This design comes from an exercise in tuning for small area and a short achievable clock period on the open sky130 flow, not from production work. RTL that was checked went through simulation tests only; none was proved equivalent to the original.

Design cic_iq, start of the top module:
module cic_iq
(
	input wire clk,
	input wire reset_n,
	input wire [3:0] rate_div,
	input wire [4:0] gain,
	input wire in_valid,
	input wire signed [23:0] in_i,
	input wire signed [23:0] in_q,
	output wire signed [23:0] out_i,
	output wire signed [23:0] out_q,
	output wire out_valid
);
make LEC_CHECK=0 CAP_MARGIN=20 CORE_MARGIN=2 CORE_UTILIZATION=40 SLEW_MARGIN=20 finish   # period 8.0 ns
run.sh (not shown) runs the stock make flow with config.mk's settings and CLKGATE_MAP_FILE= SYNTH_SCRIPT=/design/flow/synth_recipe.tcl, a recipe that flattens the netlist after the stock synthesis.
==> next run, changes <==
--- a/flow/design.v
+++ b/flow/design.v
@@ -36,18 +36,18 @@
 	wire [14:0] s2c1 = i2c1 + (i1c1 & {14{v[1]}}) + c2[0];
 	wire [14:0] s2c2 = i2c2 + (i1c2 & {14{v[2]}}) + c2[1];
 	wire [11:0] s2c3 = i2c3 + (i1c3 & {12{v[3]}}) + c2[2];
 	wire [14:0] s3c0 = i3c0 + (i2c0 & {14{v[0]}});
 	wire [14:0] s3c1 = i3c1 + (i2c1 & {14{v[1]}}) + c3[0];
 	wire [14:0] s3c2 = i3c2 + (i2c2 & {14{v[2]}}) + c3[1];
 	wire [11:0] s3c3 = i3c3 + (i2c3 & {12{v[3]}}) + c3[2];
-	wire [14:0] s4c0 = (i4c0 & {14{~e[0]}}) + (i3c0 & {14{v[0]}});
-	wire [14:0] s4c1 = (i4c1 & {14{~e[1]}}) + (i3c1 & {14{v[1]}}) + c4[0];
-	wire [14:0] s4c2 = (i4c2 & {14{~e[2]}}) + (i3c2 & {14{v[2]}}) + c4[1];
-	wire [11:0] s4c3 = (i4c3 & {12{~e[3]}}) + (i3c3 & {12{v[3]}}) + c4[2];
+	wire [14:0] s4c0 = i4c0 + (i3c0 & {14{v[0]}});
+	wire [14:0] s4c1 = i4c1 + (i3c1 & {14{v[1]}}) + c4[0];
+	wire [14:0] s4c2 = i4c2 + (i3c2 & {14{v[2]}}) + c4[1];
+	wire [11:0] s4c3 = i4c3 + (i3c3 & {12{v[3]}}) + c4[2];
 	always @(posedge clk) begin
 		i1c0 <= r[0] ? s1c0[13:0] : 14'd0;
 		i1c1 <= r[1] ? s1c1[13:0] : 14'd0;
 		i1c2 <= r[2] ? s1c2[13:0] : 14'd0;
 		i1c3 <= r[3] ? s1c3       : 12'd0;
 		i2c0 <= r[0] ? s2c0[13:0] : 14'd0;
 		i2c1 <= r[1] ? s2c1[13:0] : 14'd0;
@@ -68,31 +68,34 @@
 	end
 	wire [13:0] cap = ({14{e[0]}} & i4c0) | ({14{e[1]}} & i4c1) |
 	                  ({14{e[2]}} & i4c2) | ({14{e[3]}} & {2'b00, i4c3});
 	wire a1 = e[0] | e[1] | e[2] | e[3];
 	wire a2 = e[1] | e[2] | e[3] | e[4];
 	wire a3 = e[2] | e[3] | e[4] | e[5];
 	wire a4 = e[3] | e[4] | e[5] | e[6];
-	reg [55:0] pd1, pd2, pd3;    
+	reg [55:0] px, pd1, pd2, pd3;    
 	reg [13:0] t1, t2, t3, t4, h;
-	reg        b2, b3, b4;
+	reg        b1, b2, b3, b4;
+	wire [14:0] d1 = {1'b0, cap} - {1'b0, px[13:0]}  - (b1 & ~e[0]);
 	wire [14:0] d2 = {1'b0, t1}  - {1'b0, pd1[13:0]} - (b2 & ~e[1]);
 	wire [14:0] d3 = {1'b0, t2}  - {1'b0, pd2[13:0]} - (b3 & ~e[2]);
 	wire [14:0] d4 = {1'b0, t3}  - {1'b0, pd3[13:0]} - (b4 & ~e[3]);
 	always @(posedge clk) begin
 		if (!rn) begin
+			px  <= 56'd0;
 			pd1 <= 56'd0;
 			pd2 <= 56'd0;
 			pd3 <= 56'd0;
 		end else begin
+			if (a1) px  <= {cap, px[55:14]};
 			if (a2) pd1 <= {t1,  pd1[55:14]};
 			if (a3) pd2 <= {t2,  pd2[55:14]};
 			if (a4) pd3 <= {t3,  pd3[55:14]};
 		end
-		if (a1) t1 <= cap;
+		if (a1) begin t1 <= d1[13:0]; b1 <= d1[14]; end
 		if (a2) begin t2 <= d2[13:0]; b2 <= d2[14]; end
 		if (a3) begin t3 <= d3[13:0]; b3 <= d3[14]; end
 		if (a4) begin
 			t4 <= e[6] ? {{2{d4[11]}}, d4[11:0]} : d4[13:0];
 			b4 <= d4[14];
 		end else
 			t4 <= {14{t4[13]}};
@@ -153,27 +156,26 @@
 			4'd2: rm1 = 8'd39;
 			4'd3: rm1 = 8'd19;
 			4'd4: rm1 = 8'd9;
 			default: rm1 = 8'd4;
 		endcase
 	end
 	reg [7:0] cnt;
-	reg       ov;    
 	reg [8:0] e;     
 	wire hit = (cnt == 8'd0);
 	always @(posedge clk) begin
 		if (!rnr) begin
-			cnt <= rm1;
-			ov  <= 1'b1;
+			cnt  <= rm1;
+			e[0] <= 1'b1;
 		end else if (vr) begin
-			cnt <= hit ? rm1 : cnt - 8'd1;
-			ov  <= hit;
+			cnt  <= hit ? rm1 : cnt - 8'd1;
+			e[0] <= hit;
 		end else
-			ov  <= 1'b0;
-		e <= rnr ? {e[7:0], vr & hit} : 9'd0;
+			e[0] <= 1'b0;
+		e[8:1] <= rnr ? e[7:0] : 8'd0;
 	end
 	reg [3:1] vd, rd;
 	always @(posedge clk) begin
 		vd <= {vd[2:1], vr};
 		rd <= {rd[2:1], rnr};
 	end
 	wire [3:0] v = {vd, vr};
@@ -202,9 +204,9 @@
 		.clk(clk), .x(xi), .v(v), .r(r), .rn(rnr), .e(e),
 		.qoh(qoh), .rsh(rsh), .hg(hg), .out_data(out_i)
 	);
 	MyCIC cic_inst_q (
 		.clk(clk), .x(xq), .v(v), .r(r), .rn(rnr), .e(e),
 		.qoh(qoh), .rsh(rsh), .hg(hg), .out_data(out_q)
 	);
-	assign out_valid = ov;
+	assign out_valid = e[0];
 endmodule
Outcome: Design area came out higher by 6.9%. Wire length goes up by 10%. Clock skew drops by 0.0046 ns. Setup slack loses 0.34 ns. Flip-flop and latch count goes up by 113.
No functional check of the RTL was part of the second run of this note.

---

Setup of xenon:
The RTL this note starts from:
==> flow/design.v <==
`timescale 1ns/1ns
module MyCIC
(
	input  wire        clk,
	input  wire [23:0] x,        
	input  wire [3:0]  v,        
	input  wire [3:0]  r,        
	input  wire        rn,       
	input  wire [7:0]  e,        
	input  wire [3:0]  qoh,      
	input  wire [3:0]  rsh,      
	input  wire        hg,       
	output wire [23:0] out_data
);
	reg [9:0] x1d;
	reg       sg2, sg3;
	always @(posedge clk) begin
		x1d <= x[23:14];
		sg2 <= x1d[9];
		sg3 <= sg2;
	end
	wire [13:0] xs0 = x[13:0];
	wire [13:0] xs1 = {{4{x1d[9]}}, x1d};
	wire [13:0] xs2 = {14{sg2}};
	wire [11:0] xs3 = {12{sg3}};
	reg [13:0] i1c0, i1c1, i1c2; reg [11:0] i1c3;
	reg [13:0] i2c0, i2c1, i2c2; reg [11:0] i2c3;
	reg [13:0] i3c0, i3c1, i3c2; reg [11:0] i3c3;
	reg [13:0] i4c0, i4c1, i4c2; reg [11:0] i4c3;
	reg [2:0] c1, c2, c3, c4;
	wire [14:0] s1c0 = i1c0 + (xs0 & {14{v[0]}});
	wire [14:0] s1c1 = i1c1 + (xs1 & {14{v[1]}}) + c1[0];
	wire [14:0] s1c2 = i1c2 + (xs2 & {14{v[2]}}) + c1[1];
	wire [11:0] s1c3 = i1c3 + (xs3 & {12{v[3]}}) + c1[2];
	wire [14:0] s2c0 = i2c0 + (i1c0 & {14{v[0]}});
	wire [14:0] s2c1 = i2c1 + (i1c1 & {14{v[1]}}) + c2[0];
	wire [14:0] s2c2 = i2c2 + (i1c2 & {14{v[2]}}) + c2[1];
	wire [11:0] s2c3 = i2c3 + (i1c3 & {12{v[3]}}) + c2[2];
	wire [14:0] s3c0 = i3c0 + (i2c0 & {14{v[0]}});
	wire [14:0] s3c1 = i3c1 + (i2c1 & {14{v[1]}}) + c3[0];
	wire [14:0] s3c2 = i3c2 + (i2c2 & {14{v[2]}}) + c3[1];
	wire [11:0] s3c3 = i3c3 + (i2c3 & {12{v[3]}}) + c3[2];
	wire [14:0] s4c0 = (i4c0 & {14{~e[0]}}) + (i3c0 & {14{v[0]}});
	wire [14:0] s4c1 = (i4c1 & {14{~e[1]}}) + (i3c1 & {14{v[1]}}) + c4[0];
	wire [14:0] s4c2 = (i4c2 & {14{~e[2]}}) + (i3c2 & {14{v[2]}}) + c4[1];
	wire [11:0] s4c3 = (i4c3 & {12{~e[3]}}) + (i3c3 & {12{v[3]}}) + c4[2];
	always @(posedge clk) begin
		i1c0 <= r[0] ? s1c0[13:0] : 14'd0;
		i1c1 <= r[1] ? s1c1[13:0] : 14'd0;
		i1c2 <= r[2] ? s1c2[13:0] : 14'd0;
		i1c3 <= r[3] ? s1c3       : 12'd0;
		i2c0 <= r[0] ? s2c0[13:0] : 14'd0;
		i2c1 <= r[1] ? s2c1[13:0] : 14'd0;
		i2c2 <= r[2] ? s2c2[13:0] : 14'd0;
		i2c3 <= r[3] ? s2c3       : 12'd0;
		i3c0 <= r[0] ? s3c0[13:0] : 14'd0;
		i3c1 <= r[1] ? s3c1[13:0] : 14'd0;
		i3c2 <= r[2] ? s3c2[13:0] : 14'd0;
		i3c3 <= r[3] ? s3c3       : 12'd0;
		i4c0 <= r[0] ? s4c0[13:0] : 14'd0;
		i4c1 <= r[1] ? s4c1[13:0] : 14'd0;
		i4c2 <= r[2] ? s4c2[13:0] : 14'd0;
		i4c3 <= r[3] ? s4c3       : 12'd0;
		c1 <= {s1c2[14], s1c1[14], s1c0[14]};
		c2 <= {s2c2[14], s2c1[14], s2c0[14]};
		c3 <= {s3c2[14], s3c1[14], s3c0[14]};
		c4 <= {s4c2[14], s4c1[14], s4c0[14]};
	end
	wire [13:0] cap = ({14{e[0]}} & i4c0) | ({14{e[1]}} & i4c1) |
	                  ({14{e[2]}} & i4c2) | ({14{e[3]}} & {2'b00, i4c3});
	wire a2 = e[0] | e[1] | e[2] | e[3];
	wire a3 = e[1] | e[2] | e[3] | e[4];
	wire a4 = e[2] | e[3] | e[4] | e[5];
	reg [55:0] pd1, pd2, pd3;    
	reg [13:0] t2, t3, t4, h;
	reg        b2, b3, b4;
	wire [14:0] d2 = {1'b0, cap} - {1'b0, pd1[13:0]} - b2;
	wire [14:0] d3 = {1'b0, t2}  - {1'b0, pd2[13:0]} - b3;
	wire [14:0] d4 = {1'b0, t3}  - {1'b0, pd3[13:0]} - b4;
	always @(posedge clk) begin
		if (!rn) begin
			pd1 <= 56'd0;
			pd2 <= 56'd0;
			pd3 <= 56'd0;
		end else begin
			if (a2) pd1 <= {cap, pd1[55:14]};
			if (a3) pd2 <= {t2,  pd2[55:14]};
			if (a4) pd3 <= {t3,  pd3[55:14]};
		end
		t2 <= d2[13:0];
		t3 <= d3[13:0];
		b2 <= a2 & d2[14];
		b3 <= a3 & d3[14];
		b4 <= a4 & d4[14];
		if (a4)
			t4 <= e[5] ? {{2{d4[11]}}, d4[11:0]} : d4[13:0];
		else
			t4 <= {14{t4[13]}};
		h <= t4;
	end
	wire [27:0] cat = {t4, h};
	wire [13:0] ral = cat >> rsh;
	wire ld_lo = (qoh[0] & e[4]) | (qoh[1] & e[5]) | (qoh[2] & e[6]) | (qoh[3] & e[7]);
	wire ld_hi = (qoh[0] & e[5]) | (qoh[1] & e[6]) | (qoh[2] & e[7]) | (hg & e[7]);
	reg [23:0] o, p1, p2;
	always @(posedge clk) begin
		if (!rn) begin
			o  <= 24'd0;
			p1 <= 24'd0;
			p2 <= 24'd0;
		end else begin
			if (ld_lo) o[13:0]  <= ral;
			if (ld_hi) o[23:14] <= ral[9:0];
			if (e[4]) begin
				p1 <= o;
				p2 <= p1;
			end
		end
	end
	assign out_data = p2;
endmodule
`timescale 1ns/1ns
module cic_iq
(
	input wire clk,
	input wire reset_n,
	input wire [3:0] rate_div,
	input wire [4:0] gain,
	input wire in_valid,
	input wire signed [23:0] in_i,
	input wire signed [23:0] in_q,
	output wire signed [23:0] out_i,
	output wire signed [23:0] out_q,
	output wire out_valid
);
	reg [23:0] xi, xq;
	reg        vr, rnr;
	reg [3:0]  rdr;
	reg [4:0]  gr;
	always @(posedge clk) begin
		xi  <= in_i;
		xq  <= in_q;
		vr  <= in_valid;
		rnr <= reset_n;
		rdr <= rate_div;
		gr  <= gain;
	end
	reg [7:0] rm1;
	always @(*) begin
		case (rdr)
			4'd0: rm1 = 8'd159;
			4'd1: rm1 = 8'd79;
			4'd2: rm1 = 8'd39;
			4'd3: rm1 = 8'd19;
			4'd4: rm1 = 8'd9;
			default: rm1 = 8'd4;
		endcase
	end
	reg [7:0] cnt;
	reg       ov;    
	reg [7:0] e;     
	wire hit = (cnt == 8'd0);
	always @(posedge clk) begin
		if (!rnr) begin
			cnt <= rm1;
			ov  <= 1'b1;
		end else if (vr) begin
			cnt <= hit ? rm1 : cnt - 8'd1;
			ov  <= hit;
		end else
			ov  <= 1'b0;
		e <= rnr ? {e[6:0], vr & hit} : 8'd0;
	end
	reg [3:1] vd, rd;
	always @(posedge clk) begin
		vd <= {vd[2:1], vr};
		rd <= {rd[2:1], rnr};
	end
	wire [3:0] v = {vd, vr};
	wire [3:0] r = {rd, rnr};
	wire [6:0] sh = 7'd38 - {1'b0, rdr, 2'b00} - {2'b00, gr};
	wire       big = ({1'b0, rdr, 2'b00} + {2'b00, gr}) > 7'd38;
	reg  [3:0] qoh, rsh;
	reg        hg;
	always @(posedge clk) begin
		hg <= big;
		if (big) begin
			qoh <= 4'b1000;
			rsh <= 4'd11;
		end else if (sh < 7'd14) begin
			qoh <= 4'b0001;
			rsh <= sh[3:0];
		end else if (sh < 7'd28) begin
			qoh <= 4'b0010;
			rsh <= sh - 7'd14;
		end else begin
			qoh <= 4'b0100;
			rsh <= sh - 7'd28;
		end
	end
	MyCIC cic_inst_i (
		.clk(clk), .x(xi), .v(v), .r(r), .rn(rnr), .e(e),
		.qoh(qoh), .rsh(rsh), .hg(hg), .out_data(out_i)
	);
	MyCIC cic_inst_q (
		.clk(clk), .x(xq), .v(v), .r(r), .rn(rnr), .e(e),
		.qoh(qoh), .rsh(rsh), .hg(hg), .out_data(out_q)
	);
	assign out_valid = ov;
endmodule
make LEC_CHECK=0 CAP_MARGIN=20 CORE_MARGIN=2 CORE_UTILIZATION=50 SETUP_SLACK_MARGIN=5 SLEW_MARGIN=20 finish   # period 8.0 ns
Input changes introduced in indigo (baseline for comparison: xenon):
-- flow/design.v --
<<< xenon, line 7
	input  wire [3:0]  r,        
	input  wire        rn,       
	input  wire [7:0]  e,        
	input  wire [3:0]  qoh,      
	input  wire [3:0]  rsh,      
>>> indigo, line 7
	input  wire [3:0]  r,        
	input  wire        rn,       
	input  wire [8:0]  e,        
	input  wire [3:0]  qoh,      
	input  wire [3:0]  rsh,      
<<< xenon, line 69
	wire [13:0] cap = ({14{e[0]}} & i4c0) | ({14{e[1]}} & i4c1) |
	                  ({14{e[2]}} & i4c2) | ({14{e[3]}} & {2'b00, i4c3});
	wire a2 = e[0] | e[1] | e[2] | e[3];
	wire a3 = e[1] | e[2] | e[3] | e[4];
	wire a4 = e[2] | e[3] | e[4] | e[5];
	reg [55:0] pd1, pd2, pd3;    
	reg [13:0] t2, t3, t4, h;
	reg        b2, b3, b4;
	wire [14:0] d2 = {1'b0, cap} - {1'b0, pd1[13:0]} - b2;
	wire [14:0] d3 = {1'b0, t2}  - {1'b0, pd2[13:0]} - b3;
	wire [14:0] d4 = {1'b0, t3}  - {1'b0, pd3[13:0]} - b4;
>>> indigo, line 69
	wire [13:0] cap = ({14{e[0]}} & i4c0) | ({14{e[1]}} & i4c1) |
	                  ({14{e[2]}} & i4c2) | ({14{e[3]}} & {2'b00, i4c3});
	wire a2 = e[1] | e[2] | e[3] | e[4];
	wire a3 = e[2] | e[3] | e[4] | e[5];
	wire a4 = e[3] | e[4] | e[5] | e[6];
	reg [55:0] pd1, pd2, pd3;    
	reg [13:0] t1, t2, t3, t4, h;
	reg        b2, b3, b4;
	wire [14:0] d2 = {1'b0, t1}  - {1'b0, pd1[13:0]} - b2;
	wire [14:0] d3 = {1'b0, t2}  - {1'b0, pd2[13:0]} - b3;
	wire [14:0] d4 = {1'b0, t3}  - {1'b0, pd3[13:0]} - b4;
<<< xenon, line 84
			pd3 <= 56'd0;
		end else begin
			if (a2) pd1 <= {cap, pd1[55:14]};
			if (a3) pd2 <= {t2,  pd2[55:14]};
			if (a4) pd3 <= {t3,  pd3[55:14]};
		end
		t2 <= d2[13:0];
		t3 <= d3[13:0];
>>> indigo, line 84
			pd3 <= 56'd0;
		end else begin
			if (a2) pd1 <= {t1,  pd1[55:14]};
			if (a3) pd2 <= {t2,  pd2[55:14]};
			if (a4) pd3 <= {t3,  pd3[55:14]};
		end
		t1 <= cap;
		t2 <= d2[13:0];
		t3 <= d3[13:0];
<<< xenon, line 94
		b4 <= a4 & d4[14];
		if (a4)
			t4 <= e[5] ? {{2{d4[11]}}, d4[11:0]} : d4[13:0];
		else
			t4 <= {14{t4[13]}};
>>> indigo, line 95
		b4 <= a4 & d4[14];
		if (a4)
			t4 <= e[6] ? {{2{d4[11]}}, d4[11:0]} : d4[13:0];
		else
			t4 <= {14{t4[13]}};
<<< xenon, line 101
	wire [27:0] cat = {t4, h};
	wire [13:0] ral = cat >> rsh;
	wire ld_lo = (qoh[0] & e[4]) | (qoh[1] & e[5]) | (qoh[2] & e[6]) | (qoh[3] & e[7]);
	wire ld_hi = (qoh[0] & e[5]) | (qoh[1] & e[6]) | (qoh[2] & e[7]) | (hg & e[7]);
	reg [23:0] o, p1, p2;
	always @(posedge clk) begin
>>> indigo, line 102
	wire [27:0] cat = {t4, h};
	wire [13:0] ral = cat >> rsh;
	wire ld_lo = (qoh[0] & e[5]) | (qoh[1] & e[6]) | (qoh[2] & e[7]) | (qoh[3] & e[8]);
	wire ld_hi = (qoh[0] & e[6]) | (qoh[1] & e[7]) | (qoh[2] & e[8]) | (hg & e[8]);
	reg [23:0] o, p1, p2;
	always @(posedge clk) begin
<<< xenon, line 159
	reg [7:0] cnt;
	reg       ov;    
	reg [7:0] e;     
	wire hit = (cnt == 8'd0);
	always @(posedge clk) begin
>>> indigo, line 160
	reg [7:0] cnt;
	reg       ov;    
	reg [8:0] e;     
	wire hit = (cnt == 8'd0);
	always @(posedge clk) begin
<<< xenon, line 170
		end else
			ov  <= 1'b0;
		e <= rnr ? {e[6:0], vr & hit} : 8'd0;
	end
	reg [3:1] vd, rd;
>>> indigo, line 171
		end else
			ov  <= 1'b0;
		e <= rnr ? {e[7:0], vr & hit} : 9'd0;
	end
	reg [3:1] vd, rd;
Findings:
indigo completed every stage of the flow, and the final layout passed the timing, design-rule and antenna checks. Diff xenon -> indigo: post-CTS setup repair buffer count went down by 38; wire length of the first global-routing pass went down by about 5.4%; worst clock skew was more or less identical; number of sequential cells in the layout went up by 29. Diff xenon and indigo: total clock buffers created by CTS higher in indigo.
The RTL of xenon was laid out without a check of its function.

port drivers added, routing unchanged:
Ports are ideal in the flow. The routed layouts listed here were re-timed in OpenROAD.
Step 1, drivers: a clkbuf_16 drives clk and a buf_2 each remaining input, both assumed.
Step 2, shift: input delay + t, output delay - t, t = (earliest + latest rising clock arrival at the registers) / 2. This alone moves slack from input paths to output paths.
a / b / c = ideal ports / drivers / drivers and shift; a / b = the first two.
| run | t (ns) | setup slack, ns | hold slack, ns | latest minus earliest clock arrival (ns) | slew at the worst register clock pin (ns) |
|---|---|---|---|---|---|
| the first run of note 1 | 0.825 | 4.523 / 4.523 / 4.523 | 0.324 / 0.324 / 0.324 | 0.057 / 0.056 | 0.06 / 0.06 |
| the second run of note 1 | 0.853 | 4.188 / 4.109 / 4.250 | 0.282 / 0.282 / 0.282 | 0.042 / 0.042 | 0.07 / 0.07 |
| xenon | 0.836 | 4.880 / 4.880 / 4.880 | 0.324 / 0.324 / 0.324 | 0.024 / 0.024 | 0.06 / 0.06 |
| indigo | 0.821 | 5.059 / 4.988 / 5.120 | 0.309 / 0.309 / 0.309 | 0.025 / 0.025 | 0.06 / 0.06 |
After both steps setup and hold are still met in every run listed.
